What follows belongs to an exercise in optimizing a design on an open flow for small area and a short achievable clock period; a production flow would make more cautious choices. The RTL of this run was laid out without a check of its function.

File: flow/design.v
module alu (
    input  [31:0] m,       
    input  [31:0] acc,     
    input         sel_mul,  
    input         sel_m,    
    input         sel_a,    
    output [31:0] result
);
wire [17:0] b = {acc[15:0], 1'b0};
wire [7:0] one, two, ng;
genvar k;
generate for (k = 0; k < 8; k = k + 1) begin : enc
  assign one[k] = b[2*k+1] ^ b[2*k];
  assign two[k] = (b[2*k+2] & ~b[2*k+1] & ~b[2*k]) | (~b[2*k+2] & b[2*k+1] & b[2*k]);
  assign ng[k]  = b[2*k+2];
end endgenerate
wire [17:0] mx = {m[15], m[15:0], 1'b0};
wire pp0_0 = ((one[0] & mx[1]) | (two[0] & mx[0])) ^ ng[0];
wire pp0_1 = ((one[0] & mx[2]) | (two[0] & mx[1])) ^ ng[0];
wire pp0_2 = ((one[0] & mx[3]) | (two[0] & mx[2])) ^ ng[0];
wire pp0_3 = ((one[0] & mx[4]) | (two[0] & mx[3])) ^ ng[0];
wire pp0_4 = ((one[0] & mx[5]) | (two[0] & mx[4])) ^ ng[0];
wire pp0_5 = ((one[0] & mx[6]) | (two[0] & mx[5])) ^ ng[0];
wire pp0_6 = ((one[0] & mx[7]) | (two[0] & mx[6])) ^ ng[0];
wire pp0_7 = ((one[0] & mx[8]) | (two[0] & mx[7])) ^ ng[0];
wire pp0_8 = ((one[0] & mx[9]) | (two[0] & mx[8])) ^ ng[0];
wire pp0_9 = ((one[0] & mx[10]) | (two[0] & mx[9])) ^ ng[0];
wire pp0_10 = ((one[0] & mx[11]) | (two[0] & mx[10])) ^ ng[0];
wire pp0_11 = ((one[0] & mx[12]) | (two[0] & mx[11])) ^ ng[0];
wire pp0_12 = ((one[0] & mx[13]) | (two[0] & mx[12])) ^ ng[0];
wire pp0_13 = ((one[0] & mx[14]) | (two[0] & mx[13])) ^ ng[0];
wire pp0_14 = ((one[0] & mx[15]) | (two[0] & mx[14])) ^ ng[0];
wire pp0_15 = ((one[0] & mx[16]) | (two[0] & mx[15])) ^ ng[0];
wire pp0_16 = ~(((one[0] & mx[17]) | (two[0] & mx[16])) ^ ng[0]);
wire pp1_0 = ((one[1] & mx[1]) | (two[1] & mx[0])) ^ ng[1];
wire pp1_1 = ((one[1] & mx[2]) | (two[1] & mx[1])) ^ ng[1];
wire pp1_2 = ((one[1] & mx[3]) | (two[1] & mx[2])) ^ ng[1];
wire pp1_3 = ((one[1] & mx[4]) | (two[1] & mx[3])) ^ ng[1];
wire pp1_4 = ((one[1] & mx[5]) | (two[1] & mx[4])) ^ ng[1];
wire pp1_5 = ((one[1] & mx[6]) | (two[1] & mx[5])) ^ ng[1];
wire pp1_6 = ((one[1] & mx[7]) | (two[1] & mx[6])) ^ ng[1];
wire pp1_7 = ((one[1] & mx[8]) | (two[1] & mx[7])) ^ ng[1];
wire pp1_8 = ((one[1] & mx[9]) | (two[1] & mx[8])) ^ ng[1];
wire pp1_9 = ((one[1] & mx[10]) | (two[1] & mx[9])) ^ ng[1];
wire pp1_10 = ((one[1] & mx[11]) | (two[1] & mx[10])) ^ ng[1];
wire pp1_11 = ((one[1] & mx[12]) | (two[1] & mx[11])) ^ ng[1];
wire pp1_12 = ((one[1] & mx[13]) | (two[1] & mx[12])) ^ ng[1];
wire pp1_13 = ((one[1] & mx[14]) | (two[1] & mx[13])) ^ ng[1];
wire pp1_14 = ((one[1] & mx[15]) | (two[1] & mx[14])) ^ ng[1];
wire pp1_15 = ((one[1] & mx[16]) | (two[1] & mx[15])) ^ ng[1];
wire pp1_16 = ~(((one[1] & mx[17]) | (two[1] & mx[16])) ^ ng[1]);
wire pp2_0 = ((one[2] & mx[1]) | (two[2] & mx[0])) ^ ng[2];
wire pp2_1 = ((one[2] & mx[2]) | (two[2] & mx[1])) ^ ng[2];
wire pp2_2 = ((one[2] & mx[3]) | (two[2] & mx[2])) ^ ng[2];
wire pp2_3 = ((one[2] & mx[4]) | (two[2] & mx[3])) ^ ng[2];
wire pp2_4 = ((one[2] & mx[5]) | (two[2] & mx[4])) ^ ng[2];
wire pp2_5 = ((one[2] & mx[6]) | (two[2] & mx[5])) ^ ng[2];
wire pp2_6 = ((one[2] & mx[7]) | (two[2] & mx[6])) ^ ng[2];
wire pp2_7 = ((one[2] & mx[8]) | (two[2] & mx[7])) ^ ng[2];
wire pp2_8 = ((one[2] & mx[9]) | (two[2] & mx[8])) ^ ng[2];
wire pp2_9 = ((one[2] & mx[10]) | (two[2] & mx[9])) ^ ng[2];
wire pp2_10 = ((one[2] & mx[11]) | (two[2] & mx[10])) ^ ng[2];
wire pp2_11 = ((one[2] & mx[12]) | (two[2] & mx[11])) ^ ng[2];
wire pp2_12 = ((one[2] & mx[13]) | (two[2] & mx[12])) ^ ng[2];
wire pp2_13 = ((one[2] & mx[14]) | (two[2] & mx[13])) ^ ng[2];
wire pp2_14 = ((one[2] & mx[15]) | (two[2] & mx[14])) ^ ng[2];
wire pp2_15 = ((one[2] & mx[16]) | (two[2] & mx[15])) ^ ng[2];
wire pp2_16 = ~(((one[2] & mx[17]) | (two[2] & mx[16])) ^ ng[2]);
wire pp3_0 = ((one[3] & mx[1]) | (two[3] & mx[0])) ^ ng[3];
wire pp3_1 = ((one[3] & mx[2]) | (two[3] & mx[1])) ^ ng[3];
wire pp3_2 = ((one[3] & mx[3]) | (two[3] & mx[2])) ^ ng[3];
wire pp3_3 = ((one[3] & mx[4]) | (two[3] & mx[3])) ^ ng[3];
wire pp3_4 = ((one[3] & mx[5]) | (two[3] & mx[4])) ^ ng[3];
wire pp3_5 = ((one[3] & mx[6]) | (two[3] & mx[5])) ^ ng[3];
wire pp3_6 = ((one[3] & mx[7]) | (two[3] & mx[6])) ^ ng[3];
wire pp3_7 = ((one[3] & mx[8]) | (two[3] & mx[7])) ^ ng[3];
wire pp3_8 = ((one[3] & mx[9]) | (two[3] & mx[8])) ^ ng[3];
wire pp3_9 = ((one[3] & mx[10]) | (two[3] & mx[9])) ^ ng[3];
wire pp3_10 = ((one[3] & mx[11]) | (two[3] & mx[10])) ^ ng[3];
wire pp3_11 = ((one[3] & mx[12]) | (two[3] & mx[11])) ^ ng[3];
wire pp3_12 = ((one[3] & mx[13]) | (two[3] & mx[12])) ^ ng[3];
wire pp3_13 = ((one[3] & mx[14]) | (two[3] & mx[13])) ^ ng[3];
wire pp3_14 = ((one[3] & mx[15]) | (two[3] & mx[14])) ^ ng[3];
wire pp3_15 = ((one[3] & mx[16]) | (two[3] & mx[15])) ^ ng[3];
wire pp3_16 = ~(((one[3] & mx[17]) | (two[3] & mx[16])) ^ ng[3]);
wire pp4_0 = ((one[4] & mx[1]) | (two[4] & mx[0])) ^ ng[4];
wire pp4_1 = ((one[4] & mx[2]) | (two[4] & mx[1])) ^ ng[4];
wire pp4_2 = ((one[4] & mx[3]) | (two[4] & mx[2])) ^ ng[4];
wire pp4_3 = ((one[4] & mx[4]) | (two[4] & mx[3])) ^ ng[4];
wire pp4_4 = ((one[4] & mx[5]) | (two[4] & mx[4])) ^ ng[4];
wire pp4_5 = ((one[4] & mx[6]) | (two[4] & mx[5])) ^ ng[4];
wire pp4_6 = ((one[4] & mx[7]) | (two[4] & mx[6])) ^ ng[4];
wire pp4_7 = ((one[4] & mx[8]) | (two[4] & mx[7])) ^ ng[4];
wire pp4_8 = ((one[4] & mx[9]) | (two[4] & mx[8])) ^ ng[4];
wire pp4_9 = ((one[4] & mx[10]) | (two[4] & mx[9])) ^ ng[4];
wire pp4_10 = ((one[4] & mx[11]) | (two[4] & mx[10])) ^ ng[4];
wire pp4_11 = ((one[4] & mx[12]) | (two[4] & mx[11])) ^ ng[4];
wire pp4_12 = ((one[4] & mx[13]) | (two[4] & mx[12])) ^ ng[4];
wire pp4_13 = ((one[4] & mx[14]) | (two[4] & mx[13])) ^ ng[4];
wire pp4_14 = ((one[4] & mx[15]) | (two[4] & mx[14])) ^ ng[4];
wire pp4_15 = ((one[4] & mx[16]) | (two[4] & mx[15])) ^ ng[4];
wire pp4_16 = ~(((one[4] & mx[17]) | (two[4] & mx[16])) ^ ng[4]);
wire pp5_0 = ((one[5] & mx[1]) | (two[5] & mx[0])) ^ ng[5];
wire pp5_1 = ((one[5] & mx[2]) | (two[5] & mx[1])) ^ ng[5];
wire pp5_2 = ((one[5] & mx[3]) | (two[5] & mx[2])) ^ ng[5];
wire pp5_3 = ((one[5] & mx[4]) | (two[5] & mx[3])) ^ ng[5];
wire pp5_4 = ((one[5] & mx[5]) | (two[5] & mx[4])) ^ ng[5];
wire pp5_5 = ((one[5] & mx[6]) | (two[5] & mx[5])) ^ ng[5];
wire pp5_6 = ((one[5] & mx[7]) | (two[5] & mx[6])) ^ ng[5];
wire pp5_7 = ((one[5] & mx[8]) | (two[5] & mx[7])) ^ ng[5];
wire pp5_8 = ((one[5] & mx[9]) | (two[5] & mx[8])) ^ ng[5];
wire pp5_9 = ((one[5] & mx[10]) | (two[5] & mx[9])) ^ ng[5];
wire pp5_10 = ((one[5] & mx[11]) | (two[5] & mx[10])) ^ ng[5];
wire pp5_11 = ((one[5] & mx[12]) | (two[5] & mx[11])) ^ ng[5];
wire pp5_12 = ((one[5] & mx[13]) | (two[5] & mx[12])) ^ ng[5];
wire pp5_13 = ((one[5] & mx[14]) | (two[5] & mx[13])) ^ ng[5];
wire pp5_14 = ((one[5] & mx[15]) | (two[5] & mx[14])) ^ ng[5];
wire pp5_15 = ((one[5] & mx[16]) | (two[5] & mx[15])) ^ ng[5];
wire pp5_16 = ~(((one[5] & mx[17]) | (two[5] & mx[16])) ^ ng[5]);
wire pp6_0 = ((one[6] & mx[1]) | (two[6] & mx[0])) ^ ng[6];
wire pp6_1 = ((one[6] & mx[2]) | (two[6] & mx[1])) ^ ng[6];
wire pp6_2 = ((one[6] & mx[3]) | (two[6] & mx[2])) ^ ng[6];
wire pp6_3 = ((one[6] & mx[4]) | (two[6] & mx[3])) ^ ng[6];
wire pp6_4 = ((one[6] & mx[5]) | (two[6] & mx[4])) ^ ng[6];
wire pp6_5 = ((one[6] & mx[6]) | (two[6] & mx[5])) ^ ng[6];
wire pp6_6 = ((one[6] & mx[7]) | (two[6] & mx[6])) ^ ng[6];
wire pp6_7 = ((one[6] & mx[8]) | (two[6] & mx[7])) ^ ng[6];
wire pp6_8 = ((one[6] & mx[9]) | (two[6] & mx[8])) ^ ng[6];
wire pp6_9 = ((one[6] & mx[10]) | (two[6] & mx[9])) ^ ng[6];
wire pp6_10 = ((one[6] & mx[11]) | (two[6] & mx[10])) ^ ng[6];
wire pp6_11 = ((one[6] & mx[12]) | (two[6] & mx[11])) ^ ng[6];
wire pp6_12 = ((one[6] & mx[13]) | (two[6] & mx[12])) ^ ng[6];
wire pp6_13 = ((one[6] & mx[14]) | (two[6] & mx[13])) ^ ng[6];
wire pp6_14 = ((one[6] & mx[15]) | (two[6] & mx[14])) ^ ng[6];
wire pp6_15 = ((one[6] & mx[16]) | (two[6] & mx[15])) ^ ng[6];
wire pp6_16 = ~(((one[6] & mx[17]) | (two[6] & mx[16])) ^ ng[6]);
wire pp7_0 = ((one[7] & mx[1]) | (two[7] & mx[0])) ^ ng[7];
wire pp7_1 = ((one[7] & mx[2]) | (two[7] & mx[1])) ^ ng[7];
wire pp7_2 = ((one[7] & mx[3]) | (two[7] & mx[2])) ^ ng[7];
wire pp7_3 = ((one[7] & mx[4]) | (two[7] & mx[3])) ^ ng[7];
wire pp7_4 = ((one[7] & mx[5]) | (two[7] & mx[4])) ^ ng[7];
wire pp7_5 = ((one[7] & mx[6]) | (two[7] & mx[5])) ^ ng[7];
wire pp7_6 = ((one[7] & mx[7]) | (two[7] & mx[6])) ^ ng[7];
wire pp7_7 = ((one[7] & mx[8]) | (two[7] & mx[7])) ^ ng[7];
wire pp7_8 = ((one[7] & mx[9]) | (two[7] & mx[8])) ^ ng[7];
wire pp7_9 = ((one[7] & mx[10]) | (two[7] & mx[9])) ^ ng[7];
wire pp7_10 = ((one[7] & mx[11]) | (two[7] & mx[10])) ^ ng[7];
wire pp7_11 = ((one[7] & mx[12]) | (two[7] & mx[11])) ^ ng[7];
wire pp7_12 = ((one[7] & mx[13]) | (two[7] & mx[12])) ^ ng[7];
wire pp7_13 = ((one[7] & mx[14]) | (two[7] & mx[13])) ^ ng[7];
wire pp7_14 = ((one[7] & mx[15]) | (two[7] & mx[14])) ^ ng[7];
wire pp7_15 = ((one[7] & mx[16]) | (two[7] & mx[15])) ^ ng[7];
wire pp7_16 = ~(((one[7] & mx[17]) | (two[7] & mx[16])) ^ ng[7]);
wire ts5 = ng[6] ^ pp0_12;
wire s5 = ts5 ^ pp1_10;
wire c6 = (ng[6] & pp0_12) | (ts5 & pp1_10);
wire ts9 = pp0_13 ^ pp1_11;
wire s9 = ts9 ^ pp2_9;
wire c10 = (pp0_13 & pp1_11) | (ts9 & pp2_9);
wire ts13 = ng[7] ^ pp0_14;
wire s13 = ts13 ^ pp1_12;
wire c14 = (ng[7] & pp0_14) | (ts13 & pp1_12);
wire ts15 = pp2_10 ^ pp3_8;
wire s15 = ts15 ^ pp4_6;
wire c16 = (pp2_10 & pp3_8) | (ts15 & pp4_6);
wire ts19 = pp0_15 ^ pp1_13;
wire s19 = ts19 ^ pp2_11;
wire c20 = (pp0_15 & pp1_13) | (ts19 & pp2_11);
wire ts21 = pp3_9 ^ pp4_7;
wire s21 = ts21 ^ pp5_5;
wire c22 = (pp3_9 & pp4_7) | (ts21 & pp5_5);
wire ts25 = 1'b1 ^ pp0_16;
wire s25 = ts25 ^ pp1_14;
wire c26 = (1'b1 & pp0_16) | (ts25 & pp1_14);
wire ts27 = pp2_12 ^ pp3_10;
wire s27 = ts27 ^ pp4_8;
wire c28 = (pp2_12 & pp3_10) | (ts27 & pp4_8);
wire ts29 = pp5_6 ^ pp6_4;
wire s29 = ts29 ^ pp7_2;
wire c30 = (pp5_6 & pp6_4) | (ts29 & pp7_2);
wire ts31 = 1'b1 ^ pp1_15;
wire s31 = ts31 ^ pp2_13;
wire c32 = (1'b1 & pp1_15) | (ts31 & pp2_13);
wire ts33 = pp3_11 ^ pp4_9;
wire s33 = ts33 ^ pp5_7;
wire c34 = (pp3_11 & pp4_9) | (ts33 & pp5_7);
wire ts37 = pp1_16 ^ pp2_14;
wire s37 = ts37 ^ pp3_12;
wire c38 = (pp1_16 & pp2_14) | (ts37 & pp3_12);
wire ts39 = pp4_10 ^ pp5_8;
wire s39 = ts39 ^ pp6_6;
wire c40 = (pp4_10 & pp5_8) | (ts39 & pp6_6);
wire ts41 = 1'b1 ^ pp2_15;
wire s41 = ts41 ^ pp3_13;
wire c42 = (1'b1 & pp2_15) | (ts41 & pp3_13);
wire ts45 = pp2_16 ^ pp3_14;
wire s45 = ts45 ^ pp4_12;
wire c46 = (pp2_16 & pp3_14) | (ts45 & pp4_12);
wire ts53 = ng[4] ^ pp0_8;
wire s53 = ts53 ^ pp1_6;
wire c54 = (ng[4] & pp0_8) | (ts53 & pp1_6);
wire ts57 = pp0_9 ^ pp1_7;
wire s57 = ts57 ^ pp2_5;
wire c58 = (pp0_9 & pp1_7) | (ts57 & pp2_5);
wire ts61 = pp1_8 ^ pp2_6;
wire s61 = ts61 ^ pp3_4;
wire c62 = (pp1_8 & pp2_6) | (ts61 & pp3_4);
wire ts63 = pp4_2 ^ pp5_0;
wire s63 = ts63 ^ s1;
wire c64 = (pp4_2 & pp5_0) | (ts63 & s1);
wire ts65 = pp2_7 ^ pp3_5;
wire s65 = ts65 ^ pp4_3;
wire c66 = (pp2_7 & pp3_5) | (ts65 & pp4_3);
wire ts67 = pp5_1 ^ c2;
wire s67 = ts67 ^ s3;
wire c68 = (pp5_1 & c2) | (ts67 & s3);
wire ts69 = pp4_4 ^ pp5_2;
wire s69 = ts69 ^ pp6_0;
wire c70 = (pp4_4 & pp5_2) | (ts69 & pp6_0);
wire ts71 = c4 ^ s7;
wire s71 = ts71 ^ s5;
wire c72 = (c4 & s7) | (ts71 & s5);
wire ts73 = pp5_3 ^ pp6_1;
wire s73 = ts73 ^ c8;
wire c74 = (pp5_3 & pp6_1) | (ts73 & c8);
wire ts75 = s11 ^ c6;
wire s75 = ts75 ^ s9;
wire c76 = (s11 & c6) | (ts75 & s9);
wire ts77 = pp7_0 ^ c12;
wire s77 = ts77 ^ s17;
wire c78 = (pp7_0 & c12) | (ts77 & s17);
wire ts79 = c10 ^ s13;
wire s79 = ts79 ^ s15;
wire c80 = (c10 & s13) | (ts79 & s15);
wire ts81 = c18 ^ s23;
wire s81 = ts81 ^ c14;
wire c82 = (c18 & s23) | (ts81 & c14);
wire ts83 = c16 ^ s19;
wire s83 = ts83 ^ s21;
wire c84 = (c16 & s19) | (ts83 & s21);
wire ts85 = c24 ^ c20;
wire s85 = ts85 ^ c22;
wire c86 = (c24 & c20) | (ts85 & c22);
wire ts87 = s25 ^ s27;
wire s87 = ts87 ^ s29;
wire c88 = (s25 & s27) | (ts87 & s29);
wire ts89 = s35 ^ c26;
wire s89 = ts89 ^ c28;
wire c90 = (s35 & c26) | (ts89 & c28);
wire ts91 = c30 ^ s31;
wire s91 = ts91 ^ s33;
wire c92 = (c30 & s31) | (ts91 & s33);
wire ts93 = pp7_4 ^ c36;
wire s93 = ts93 ^ c32;
wire c94 = (pp7_4 & c36) | (ts93 & c32);
wire ts95 = c34 ^ s37;
wire s95 = ts95 ^ s39;
wire c96 = (c34 & s37) | (ts95 & s39);
wire ts97 = pp6_7 ^ pp7_5;
wire s97 = ts97 ^ s43;
wire c98 = (pp6_7 & pp7_5) | (ts97 & s43);
wire ts99 = c38 ^ c40;
wire s99 = ts99 ^ s41;
wire c100 = (c38 & c40) | (ts99 & s41);
wire ts101 = pp5_10 ^ pp6_8;
wire s101 = ts101 ^ pp7_6;
wire c102 = (pp5_10 & pp6_8) | (ts101 & pp7_6);
wire ts103 = c44 ^ c42;
wire s103 = ts103 ^ s45;
wire c104 = (c44 & c42) | (ts103 & s45);
wire ts105 = pp4_13 ^ pp5_11;
wire s105 = ts105 ^ pp6_9;
wire c106 = (pp4_13 & pp5_11) | (ts105 & pp6_9);
wire ts107 = pp7_7 ^ s47;
wire s107 = ts107 ^ c46;
wire c108 = (pp7_7 & s47) | (ts107 & c46);
wire ts109 = pp3_16 ^ pp4_14;
wire s109 = ts109 ^ pp5_12;
wire c110 = (pp3_16 & pp4_14) | (ts109 & pp5_12);
wire ts111 = pp6_10 ^ pp7_8;
wire s111 = ts111 ^ c48;
wire c112 = (pp6_10 & pp7_8) | (ts111 & c48);
wire ts113 = 1'b1 ^ pp4_15;
wire s113 = ts113 ^ pp5_13;
wire c114 = (1'b1 & pp4_15) | (ts113 & pp5_13);
wire ts117 = pp4_16 ^ pp5_14;
wire s117 = ts117 ^ pp6_12;
wire c118 = (pp4_16 & pp5_14) | (ts117 & pp6_12);
wire ts125 = pp1_4 ^ pp2_2;
wire s125 = ts125 ^ pp3_0;
wire c126 = (pp1_4 & pp2_2) | (ts125 & pp3_0);
wire ts127 = pp2_3 ^ pp3_1;
wire s127 = ts127 ^ c50;
wire c128 = (pp2_3 & pp3_1) | (ts127 & c50);
wire ts129 = pp4_0 ^ c52;
wire s129 = ts129 ^ s55;
wire c130 = (pp4_0 & c52) | (ts129 & s55);
wire ts131 = c56 ^ s59;
wire s131 = ts131 ^ c54;
wire c132 = (c56 & s59) | (ts131 & c54);
wire ts133 = c60 ^ c58;
wire s133 = ts133 ^ s61;
wire c134 = (c60 & c58) | (ts133 & s61);
wire ts135 = c62 ^ s65;
wire s135 = ts135 ^ c64;
wire c136 = (c62 & s65) | (ts135 & c64);
wire ts137 = c66 ^ s69;
wire s137 = ts137 ^ c68;
wire c138 = (c66 & s69) | (ts137 & c68);
wire ts139 = c70 ^ s73;
wire s139 = ts139 ^ c72;
wire c140 = (c70 & s73) | (ts139 & c72);
wire ts141 = c74 ^ s77;
wire s141 = ts141 ^ c76;
wire c142 = (c74 & s77) | (ts141 & c76);
wire ts143 = c78 ^ c80;
wire s143 = ts143 ^ s81;
wire c144 = (c78 & c80) | (ts143 & s81);
wire ts145 = c82 ^ c84;
wire s145 = ts145 ^ s85;
wire c146 = (c82 & c84) | (ts145 & s85);
wire ts147 = c86 ^ c88;
wire s147 = ts147 ^ s89;
wire c148 = (c86 & c88) | (ts147 & s89);
wire ts149 = c90 ^ c92;
wire s149 = ts149 ^ s93;
wire c150 = (c90 & c92) | (ts149 & s93);
wire ts151 = s97 ^ c94;
wire s151 = ts151 ^ c96;
wire c152 = (s97 & c94) | (ts151 & c96);
wire ts153 = s101 ^ c98;
wire s153 = ts153 ^ c100;
wire c154 = (s101 & c98) | (ts153 & c100);
wire ts155 = c102 ^ s105;
wire s155 = ts155 ^ c104;
wire c156 = (c102 & s105) | (ts155 & c104);
wire ts157 = c106 ^ s109;
wire s157 = ts157 ^ s111;
wire c158 = (c106 & s109) | (ts157 & s111);
wire ts159 = s115 ^ c110;
wire s159 = ts159 ^ s113;
wire c160 = (s115 & c110) | (ts159 & s113);
wire ts161 = pp7_10 ^ c116;
wire s161 = ts161 ^ c114;
wire c162 = (pp7_10 & c116) | (ts161 & c114);
wire ts163 = pp6_13 ^ pp7_11;
wire s163 = ts163 ^ s119;
wire c164 = (pp6_13 & pp7_11) | (ts163 & s119);
wire ts165 = pp5_16 ^ pp6_14;
wire s165 = ts165 ^ pp7_12;
wire c166 = (pp5_16 & pp6_14) | (ts165 & pp7_12);
wire ts173 = pp1_2 ^ pp2_0;
wire s173 = ts173 ^ s121;
wire c174 = (pp1_2 & pp2_0) | (ts173 & s121);
wire ts175 = pp2_1 ^ c122;
wire s175 = ts175 ^ s123;
wire c176 = (pp2_1 & c122) | (ts175 & s123);
wire ts177 = c124 ^ s49;
wire s177 = ts177 ^ s125;
wire c178 = (c124 & s49) | (ts177 & s125);
wire ts179 = s51 ^ c126;
wire s179 = ts179 ^ s127;
wire c180 = (s51 & c126) | (ts179 & s127);
wire ts181 = s53 ^ c128;
wire s181 = ts181 ^ s129;
wire c182 = (s53 & c128) | (ts181 & s129);
wire ts183 = s57 ^ c130;
wire s183 = ts183 ^ s131;
wire c184 = (s57 & c130) | (ts183 & s131);
wire ts185 = s63 ^ c132;
wire s185 = ts185 ^ s133;
wire c186 = (s63 & c132) | (ts185 & s133);
wire ts187 = s67 ^ c134;
wire s187 = ts187 ^ s135;
wire c188 = (s67 & c134) | (ts187 & s135);
wire ts189 = s71 ^ c136;
wire s189 = ts189 ^ s137;
wire c190 = (s71 & c136) | (ts189 & s137);
wire ts191 = s75 ^ c138;
wire s191 = ts191 ^ s139;
wire c192 = (s75 & c138) | (ts191 & s139);
wire ts193 = s79 ^ c140;
wire s193 = ts193 ^ s141;
wire c194 = (s79 & c140) | (ts193 & s141);
wire ts195 = s83 ^ c142;
wire s195 = ts195 ^ s143;
wire c196 = (s83 & c142) | (ts195 & s143);
wire ts197 = s87 ^ c144;
wire s197 = ts197 ^ s145;
wire c198 = (s87 & c144) | (ts197 & s145);
wire ts199 = s91 ^ c146;
wire s199 = ts199 ^ s147;
wire c200 = (s91 & c146) | (ts199 & s147);
wire ts201 = s95 ^ c148;
wire s201 = ts201 ^ s149;
wire c202 = (s95 & c148) | (ts201 & s149);
wire ts203 = s99 ^ c150;
wire s203 = ts203 ^ s151;
wire c204 = (s99 & c150) | (ts203 & s151);
wire ts205 = s103 ^ c152;
wire s205 = ts205 ^ s153;
wire c206 = (s103 & c152) | (ts205 & s153);
wire ts207 = s107 ^ c154;
wire s207 = ts207 ^ s155;
wire c208 = (s107 & c154) | (ts207 & s155);
wire ts209 = c108 ^ s157;
wire s209 = ts209 ^ c156;
wire c210 = (c108 & s157) | (ts209 & c156);
wire ts211 = c112 ^ s159;
wire s211 = ts211 ^ c158;
wire c212 = (c112 & s159) | (ts211 & c158);
wire ts213 = s117 ^ c160;
wire s213 = ts213 ^ s161;
wire c214 = (s117 & c160) | (ts213 & s161);
wire ts215 = c118 ^ s163;
wire s215 = ts215 ^ c162;
wire c216 = (c118 & s163) | (ts215 & c162);
wire ts217 = c120 ^ s165;
wire s217 = ts217 ^ c164;
wire c218 = (c120 & s165) | (ts217 & c164);
wire ts219 = pp7_13 ^ s167;
wire s219 = ts219 ^ c166;
wire c220 = (pp7_13 & s167) | (ts219 & c166);
wire ts221 = pp6_16 ^ pp7_14;
wire s221 = ts221 ^ c168;
wire c222 = (pp6_16 & pp7_14) | (ts221 & c168);
wire s1 = ng[5] ^ pp0_10;
wire c2 = ng[5] & pp0_10;
wire s3 = pp0_11 ^ pp1_9;
wire c4 = pp0_11 & pp1_9;
wire s7 = pp2_8 ^ pp3_6;
wire c8 = pp2_8 & pp3_6;
wire s11 = pp3_7 ^ pp4_5;
wire c12 = pp3_7 & pp4_5;
wire s17 = pp5_4 ^ pp6_2;
wire c18 = pp5_4 & pp6_2;
wire s23 = pp6_3 ^ pp7_1;
wire c24 = pp6_3 & pp7_1;
wire s35 = pp6_5 ^ pp7_3;
wire c36 = pp6_5 & pp7_3;
wire s43 = pp4_11 ^ pp5_9;
wire c44 = pp4_11 & pp5_9;
wire s47 = 1'b1 ^ pp3_15;
wire c48 = 1'b1 & pp3_15;
wire s49 = ng[3] ^ pp0_6;
wire c50 = ng[3] & pp0_6;
wire s51 = pp0_7 ^ pp1_5;
wire c52 = pp0_7 & pp1_5;
wire s55 = pp2_4 ^ pp3_2;
wire c56 = pp2_4 & pp3_2;
wire s59 = pp3_3 ^ pp4_1;
wire c60 = pp3_3 & pp4_1;
wire s115 = pp6_11 ^ pp7_9;
wire c116 = pp6_11 & pp7_9;
wire s119 = 1'b1 ^ pp5_15;
wire c120 = 1'b1 & pp5_15;
wire s121 = ng[2] ^ pp0_4;
wire c122 = ng[2] & pp0_4;
wire s123 = pp0_5 ^ pp1_3;
wire c124 = pp0_5 & pp1_3;
wire s167 = 1'b1 ^ pp6_15;
wire c168 = 1'b1 & pp6_15;
wire s169 = ng[1] ^ pp0_2;
wire c170 = ng[1] & pp0_2;
wire s171 = pp0_3 ^ pp1_1;
wire c172 = pp0_3 & pp1_1;
wire s223 = 1'b1 ^ pp7_15;
wire c224 = 1'b1 & pp7_15;
wire [31:0] tx = {1'b1, c224, c222, c220, c218, c216, c214, c212, c210, c208, c206, c204, c202, c200, c198, c196, c194, c192, c190, c188, c186, c184, c182, c180, c178, c176, c174, c172, c170, s169, pp0_1, ng[0]};
wire [31:0] ty = {1'b0, pp7_16, s223, s221, s219, s217, s215, s213, s211, s209, s207, s205, s203, s201, s199, s197, s195, s193, s191, s189, s187, s185, s183, s181, s179, s177, s175, s173, s171, pp1_0, 1'b0, pp0_0};
wire [31:0] x = sel_mul ? tx : (m & {32{sel_m}});
wire [31:0] y = sel_mul ? ty : (acc & {32{sel_a}});
wire [31:0] g = x & y;
wire [31:0] p = x ^ y;
wire [32:0] cy;
assign cy[0] = 1'b0;
assign cy[1] = g[0] | (p[0] & cy[0]);
assign cy[2] = g[1] | (p[1] & cy[1]);
assign cy[3] = g[2] | (p[2] & cy[2]);
assign cy[4] = g[3] | (p[3] & cy[3]);
assign cy[5] = g[4] | (p[4] & cy[4]);
assign cy[6] = g[5] | (p[5] & cy[5]);
assign cy[7] = g[6] | (p[6] & cy[6]);
assign cy[8] = g[7] | (p[7] & cy[7]);
assign cy[9] = g[8] | (p[8] & cy[8]);
wire G1_0 = g[10] | (p[10] & g[9]);
wire P1_0 = p[10] & p[9];
wire G3_2 = g[12] | (p[12] & g[11]);
wire P3_2 = p[12] & p[11];
wire G5_4 = g[14] | (p[14] & g[13]);
wire P5_4 = p[14] & p[13];
wire G7_6 = g[16] | (p[16] & g[15]);
wire P7_6 = p[16] & p[15];
wire G9_8 = g[18] | (p[18] & g[17]);
wire P9_8 = p[18] & p[17];
wire G11_10 = g[20] | (p[20] & g[19]);
wire P11_10 = p[20] & p[19];
wire G13_12 = g[22] | (p[22] & g[21]);
wire P13_12 = p[22] & p[21];
wire G15_14 = g[24] | (p[24] & g[23]);
wire P15_14 = p[24] & p[23];
wire G17_16 = g[26] | (p[26] & g[25]);
wire P17_16 = p[26] & p[25];
wire G19_18 = g[28] | (p[28] & g[27]);
wire P19_18 = p[28] & p[27];
wire G21_20 = g[30] | (p[30] & g[29]);
wire P21_20 = p[30] & p[29];
wire G3_0 = G3_2 | (P3_2 & G1_0);
wire P3_0 = P3_2 & P1_0;
wire G7_4 = G7_6 | (P7_6 & G5_4);
wire P7_4 = P7_6 & P5_4;
wire G11_8 = G11_10 | (P11_10 & G9_8);
wire P11_8 = P11_10 & P9_8;
wire G15_12 = G15_14 | (P15_14 & G13_12);
wire P15_12 = P15_14 & P13_12;
wire G19_16 = G19_18 | (P19_18 & G17_16);
wire P19_16 = P19_18 & P17_16;
wire G7_0 = G7_4 | (P7_4 & G3_0);
wire P7_0 = P7_4 & P3_0;
wire G15_8 = G15_12 | (P15_12 & G11_8);
wire P15_8 = P15_12 & P11_8;
wire G15_0 = G15_8 | (P15_8 & G7_0);
wire P15_0 = P15_8 & P7_0;
wire G11_0 = G11_8 | (P11_8 & G7_0);
wire P11_0 = P11_8 & P7_0;
wire G19_0 = G19_16 | (P19_16 & G15_0);
wire P19_0 = P19_16 & P15_0;
wire G5_0 = G5_4 | (P5_4 & G3_0);
wire P5_0 = P5_4 & P3_0;
wire G9_0 = G9_8 | (P9_8 & G7_0);
wire P9_0 = P9_8 & P7_0;
wire G13_0 = G13_12 | (P13_12 & G11_0);
wire P13_0 = P13_12 & P11_0;
wire G17_0 = G17_16 | (P17_16 & G15_0);
wire P17_0 = P17_16 & P15_0;
wire G21_0 = G21_20 | (P21_20 & G19_0);
wire P21_0 = P21_20 & P19_0;
wire G2_0 = g[11] | (p[11] & G1_0);
wire P2_0 = p[11] & P1_0;
wire G4_0 = g[13] | (p[13] & G3_0);
wire P4_0 = p[13] & P3_0;
wire G6_0 = g[15] | (p[15] & G5_0);
wire P6_0 = p[15] & P5_0;
wire G8_0 = g[17] | (p[17] & G7_0);
wire P8_0 = p[17] & P7_0;
wire G10_0 = g[19] | (p[19] & G9_0);
wire P10_0 = p[19] & P9_0;
wire G12_0 = g[21] | (p[21] & G11_0);
wire P12_0 = p[21] & P11_0;
wire G14_0 = g[23] | (p[23] & G13_0);
wire P14_0 = p[23] & P13_0;
wire G16_0 = g[25] | (p[25] & G15_0);
wire P16_0 = p[25] & P15_0;
wire G18_0 = g[27] | (p[27] & G17_0);
wire P18_0 = p[27] & P17_0;
wire G20_0 = g[29] | (p[29] & G19_0);
wire P20_0 = p[29] & P19_0;
assign cy[10] = g[9] | (p[9] & cy[9]);
assign cy[11] = G1_0 | (P1_0 & cy[9]);
assign cy[12] = G2_0 | (P2_0 & cy[9]);
assign cy[13] = G3_0 | (P3_0 & cy[9]);
assign cy[14] = G4_0 | (P4_0 & cy[9]);
assign cy[15] = G5_0 | (P5_0 & cy[9]);
assign cy[16] = G6_0 | (P6_0 & cy[9]);
assign cy[17] = G7_0 | (P7_0 & cy[9]);
assign cy[18] = G8_0 | (P8_0 & cy[9]);
assign cy[19] = G9_0 | (P9_0 & cy[9]);
assign cy[20] = G10_0 | (P10_0 & cy[9]);
assign cy[21] = G11_0 | (P11_0 & cy[9]);
assign cy[22] = G12_0 | (P12_0 & cy[9]);
assign cy[23] = G13_0 | (P13_0 & cy[9]);
assign cy[24] = G14_0 | (P14_0 & cy[9]);
assign cy[25] = G15_0 | (P15_0 & cy[9]);
assign cy[26] = G16_0 | (P16_0 & cy[9]);
assign cy[27] = G17_0 | (P17_0 & cy[9]);
assign cy[28] = G18_0 | (P18_0 & cy[9]);
assign cy[29] = G19_0 | (P19_0 & cy[9]);
assign cy[30] = G20_0 | (P20_0 & cy[9]);
assign cy[31] = G21_0 | (P21_0 & cy[9]);
assign result = p ^ cy[31:0];
endmodule
module instr_decoder
(
	input  [3:0] opcode,
	input        nzero,      
	output       sel_mul,    
	output       sel_m,      
	output       sel_a,      
	output       pc_load,
	output       mem_wr,
	output       push,
	output       pop
);
wire [15:0] d = 16'd1 << opcode;
assign sel_mul = d[4] | d[11];
assign sel_m   = d[1] | d[3] | d[9] | d[10];
assign sel_a   = ~(d[1] | d[9] | d[4] | d[11]);
assign pc_load = d[7] | (d[5] & nzero) | (d[6] & ~nzero);
assign mem_wr  = d[2] | d[8];
assign push    = d[8];
assign pop     = d[9] | d[10] | d[11];
endmodule
module pc
(
	input        clk, rst,
	input        load,
	input  [7:0] data,
	output [7:0] addr
);
reg [7:0] cnt;
always @ (posedge clk or posedge rst) begin
	if (rst)
		cnt <= 8'd0;
	else
		cnt <= load ? data : cnt + 8'd1;
end
assign addr = cnt;
endmodule
module stack_pointer
(
	input        clk, rst,
	input        push, pop,
	output [7:0] addr
);
reg  [7:0] top;                  
wire [7:0] top_dec = top - 8'd1;  
wire [7:0] top_inc = top + 8'd1;  
always @ (posedge clk or posedge rst) begin
	if (rst)
		top <= 8'd0;             
	else if (push)
		top <= top_dec;
	else if (pop)
		top <= top_inc;
end
assign addr = push ? top_dec : top;
endmodule
module processor
#(
	parameter DATA_WIDTH 	= 32,
	parameter OPCODE_WIDTH 	= 4,
	parameter ALU_OP_WIDTH  = 3,
	parameter DATAMEM_WIDTH = 8,
	parameter INSADDR_WIDTH	= 8,
	parameter INS_WIDTH		= OPCODE_WIDTH + DATAMEM_WIDTH
)
(
	input          clk, rst,
	input          [	INS_WIDTH-1:0] 	instr,
	output         [INSADDR_WIDTH-1:0] 	instr_addr,
	output         mem_wr,
	output         [ DATAMEM_WIDTH-1:0]	mem_addr,
	input  signed  [	DATA_WIDTH-1:0] mem_data_in,
	output signed  [	DATA_WIDTH-1:0] mem_data_out
);
wire sel_mul, sel_m, sel_a, pc_load, sp_push, sp_pop;
reg [DATA_WIDTH-1:0] acc;
instr_decoder id (.opcode(instr[11:8]), .nzero(|acc),
                  .sel_mul(sel_mul), .sel_m(sel_m), .sel_a(sel_a),
                  .pc_load(pc_load), .mem_wr(mem_wr),
                  .push(sp_push), .pop(sp_pop));
wire [DATA_WIDTH-1:0] alu_out;
alu alu (.m(mem_data_in), .acc(acc), .sel_mul(sel_mul), .sel_m(sel_m),
         .sel_a(sel_a), .result(alu_out));
always @ (posedge clk or posedge rst) begin
	if (rst)
		acc <= 0;
	else
		acc <= alu_out;
end
pc pc (.clk(clk), .rst(rst), .load(pc_load), .data(instr[7:0]), .addr(instr_addr));
wire [7:0] sp_addr;
stack_pointer data_sp (.clk(clk), .rst(rst), .push(sp_push), .pop(sp_pop), .addr(sp_addr));
assign mem_data_out = acc;
assign mem_addr     = (sp_push | sp_pop) ? sp_addr : instr[7:0];
endmodule
File: flow/flow/run.sh
#!/bin/bash
# Layout flow: the standard flow (standard.sh: ORFS synthesis to final
# layout, unchanged), with the port buffers made of plain buffers
# (sky130_fd_sc_hd__buf_N) instead of the delay buffer the resizer picks by
# default. Every input and output port still gets its own buffer.
export BUFFER_PORTS_ARGS="-buffer_cell sky130_fd_sc_hd__buf_${PORT_BUF:-2}"
bash standard.sh > standard.log 2>&1
File: flow/standard.sh
#!/bin/bash
# synth_recipe.tcl (not shown) runs the flow's synth.tcl, then flattens the netlist and writes it again
# the make line also repeats each setting of config.mk as NAME=value (left out here)
make -C /OpenROAD-flow-scripts/flow DESIGN_CONFIG=/design/flow/config.mk WORK_HOME=/design/flow/orfs CLKGATE_MAP_FILE= SYNTH_SCRIPT=/design/flow/synth_recipe.tcl "${@:-finish}"
File: flow/constraint.sdc
create_clock -name core_clock -period 10.0 [get_ports {clk}]
set_input_delay 2.0000 -clock core_clock [delete_from_list [all_inputs] [get_ports {clk}]]
set_output_delay 2.0000 -clock core_clock [all_outputs]
set_load 0.01 [all_outputs]
File: flow/config.mk
export PLATFORM = sky130hd
export DESIGN_NAME = processor
export DESIGN_NICKNAME = processor
export VERILOG_FILES = /design/flow/design.v
export SDC_FILE = /design/flow/constraint.sdc
export NUM_CORES = 4
export LEC_CHECK = 0
export ABC_AREA = 1
export CAP_MARGIN = 20
export CORE_MARGIN = 2
export CORE_UTILIZATION = 40
export CTS_BUF_LIST = sky130_fd_sc_hd__clkbuf_4 sky130_fd_sc_hd__clkbuf_8
export SETUP_SLACK_MARGIN = 4
export SLEW_MARGIN = 20
==> notes.md <==
cell families (layout without fill, tap and decap cells):
family,Yosys count,in the layout
DFF,48,48
xor gates and xnor gates,152,152
and+or+nand+nor,271,272
buffers and inverters,207,293
adders and majority gates,145,145
AOI/OAI and AO/OA,245,245
worst min-delay path by stage:
stage                                from                          to  cells after the start
6_report              pc.cnt[7]$_DFF_PP0_         pc.cnt[7]$_DFF_PP0_                      3
5_1_grt               pc.cnt[7]$_DFF_PP0_         pc.cnt[7]$_DFF_PP0_                      3
4_1_cts               pc.cnt[7]$_DFF_PP0_         pc.cnt[7]$_DFF_PP0_                      3
3_5_place_dp   data_sp.top[7]$_DFFE_PP0N_  data_sp.top[7]$_DFFE_PP0N_                      3
3_3_place_gp          pc.cnt[7]$_DFF_PP0_         pc.cnt[7]$_DFF_PP0_                      3
2_1_floorplan  data_sp.top[7]$_DFFE_PP0N_  data_sp.top[7]$_DFFE_PP0N_                      3
Yosys cell counts (6+ instances only):
library cell  number
o22ai_1          141
nand2_2            6
xor2_1           145
fa_1              96
buf_2             26
nand4_1           14
clkbuf_1          27
nor2_1            32
inv_1            117
a21oi_1           25
o211ai_1           6
dfrtp_1           48
inv_2             12
o21ai_0           49
xnor2_1            7
nor3_1             8
ha_1              49
nand2_1          164
nand3_1           30
clkinv_1          13
metrics by stage:
step	std cells	area (um2)	hold slack [ns]
finish	1430	10100	0.596
detailed placement	1381	9250	0.594
global placement	1381	9250	0.587
global route	1430	10100	0.636
floorplan	1068	8720	0.562
CTS	1413	9790	0.610
per-layer routing:
metal	vias to the layer above	global-route usage (%)	share of wire (%)
met5	-	0	0
met4	0	7.15	2.8
met3	53	3.48	6.9
met2	353	42.3	47
met1	3965	35.8	43
li1	3733	-	-
timing repair:
action                                  CTS  global route
gates cloned                              3             0
resized for setup                        60            41
hold buffers                              0             0
endpoints found under the setup margin   24            18
buffers inserted                         21            17
pin swaps                                11            15
registers in the layout, summed over array words and instances (netlist names):
signal and flops:
data_sp.top 8, pc.cnt 8, acc 32
worst min-delay path: stages, from the launching register on:
cell,delay (ns)
dfrtp_1,0.37
xnor2_1,0.07
nand4_1,0.07
nand2_1,0.05
final cells by class:
cell class	count	area, um2
repair buffers	140	968
clock buffers	8	97.6
multi-input cells	814	6800
fillers	2091	11000
inverters	145	657
flip-flops and latches	48	1200
well taps	275	344
==> flow_summary_export.csv <==
group,metric,value,unit
timing,finalSetupViolCount,0,
cts,cts_htree_levels,2,
critical_path,start_kind,"input pin",
critical_path,worstPathMaxFanout,6,
critical_path,slowest_delay,0.37,ns
layout,final_layout_size_suffix_gt1_share,21.6,%
layout,areaGrowthSynthToFinish,17.0,%
layout,nNetsFinal,1345,
global_route,overflow,0,
timing,layout_min_cycle_time,6.02,ns
placed_design,hpwl,20.2,mm
synthesis,synthMuxAreaShare,0,%
routing,ant_nets,0,
placed_design,place.gp.congestion,0.884,
timing,relSlewSlack,39.7,%
cts,clock-root-buffer,"clkbuf_8",
critical_path,cp_slowest_cell,"fa_2",
layout,layout_common_cells,"nand2_1, xor2_1, o22ai_1",
routing,drt-initial-drc-count,723,
routing,wl_per_cell,20.1,um
synthesis,yosys.area_share.adder,29.4,%
global_route,grt_pass1_wl,44.8,mm
critical_path,required,10.20,ns
routing,drc_errors,0,
synthesis,synth_compound_area_share,17.2,%
cts,insertion_delay,0.31,ns
global_route,antenna_found_initial,0,
synthesis,async_flop_share,100,%
cts,path_clk_slew,0.08,ns
synthesis,synthCells,1068,
die,fp.dieW,151,um
synthesis,synth_xor_area_share,15.5,%
synthesis,syn_area_per_cell,8.06,um2
global_route,grt_pass1_vias,8073,
routing,viasPerCell,5.67,
synthesis,synth_top_area_share,22.3,%
synthesis,ys.warnings.count,3,
placed_design,post-place-ws,2.83,ns
routing,routed_wl,28.8,mm
critical_path,r2r_start,"acc[5]$_DFF_PP0_",
critical_path,worstSetupStartpoint,"instr[9]",
synthesis,synth_edf_count,0,
synthesis,yosysSeqAreaShare,14.0,%
synthesis,synth.area.top_cells,"fa_1, xor2_1, dfrtp_1",
layout,antenna_cells,0,
layout,final_common_cell,"nand2_1",
critical_path,worstReg2RegEnd,"acc[31]$_DFF_PP0_",
synthesis,synth.largest_area_cell,"fa_1",
timing,finalMaxSlewViolations,0,
cts,cts_sinks,48,
critical_path,critPathCaptureType,"flip-flop",
timing,finalClockSkew,0.0104,ns
critical_path,crit_cells,29,
synthesis,synth_nets,1259,
timing,tns,0,ns
die,core,0.0211,mm2
critical_path,reg2reg_depth,23,
critical_path,critPathArrivalTime,6.22,ns
timing,tightest_slew,0.904,ns
critical_path,r2r_slack,4.25,ns
die,die_y,151,um
synthesis,synth-seq-cells,48,
synthesis,synth_top_family_by_area,"adder cells",
timing,fmax,166,MHz
timing,period_share,60.2,%
critical_path,cp_num_buf_inv,5,
synthesis,synth_ff_type,"dfrtp_1",
cts,numCtsBuffers,5,
synthesis,synth_simple_gate_area_share,14.1,%
timing,hold_viol,0,
layout,postLayoutCoreUtil,47.8,%
routing,vias,8104,
die,rows,53,
timing,worst_slack,3.98,ns
die,fp.dieArea,0.0227,mm2
critical_path,crit_top_cell,"fa_2",
synthesis,netlist_area,0.00861,mm2
cts,cts_tree,"done",
die,ios,95,
critical_path,crit_family,"adder cells",
routing,dr.pass1.iters,5,
synthesis,synth_cell_types,48,
global_route,grt_max_degree,49,
placed_design,port_buffers,94,
critical_path,criticalPathCategory,"input pin to flip-flop",
flow_run,cap_violations,0,
die,initial_core_util,40.8,%
critical_path,crit_path_end,"acc[31]$_DFF_PP0_",
timing,rsz0062_at_grt,"true",
cts,cts_buffer_depth,2,
run_status,status,"complete, no violations",
worst_hold_path,hold_path.class,"flip-flop to flip-flop",
global_route,track_usage,25.8,%

port drivers added, routing unchanged:
How much do the figures lean on ideal ports? The routed layout below was timed once more, with nothing changed but the port constraints.
Step 1 assumes that a clkbuf_16 drives the clock port and a buf_2 every other input.
Step 2 adds t to the input delays and takes it off the output delays; t is the mean of the earliest and latest rising clock arrival at the registers after step 1. Input paths then give back, and output paths get back, about the clock's delay inside the block.
a / b / c = ideal ports / drivers / drivers and shift; a / b = the first two.
shift t [ns]: 0.342
setup slack, ns: 3.980 / 3.959 / 3.618
latest minus earliest clock arrival (ns): 0.011 / 0.011
worst slew at a driven data input, ns: 0.07
After both steps setup and hold are still met in this run. For this run, drivers alone change the setup slack by -0.021 ns; drivers and shift together by -0.362 ns.
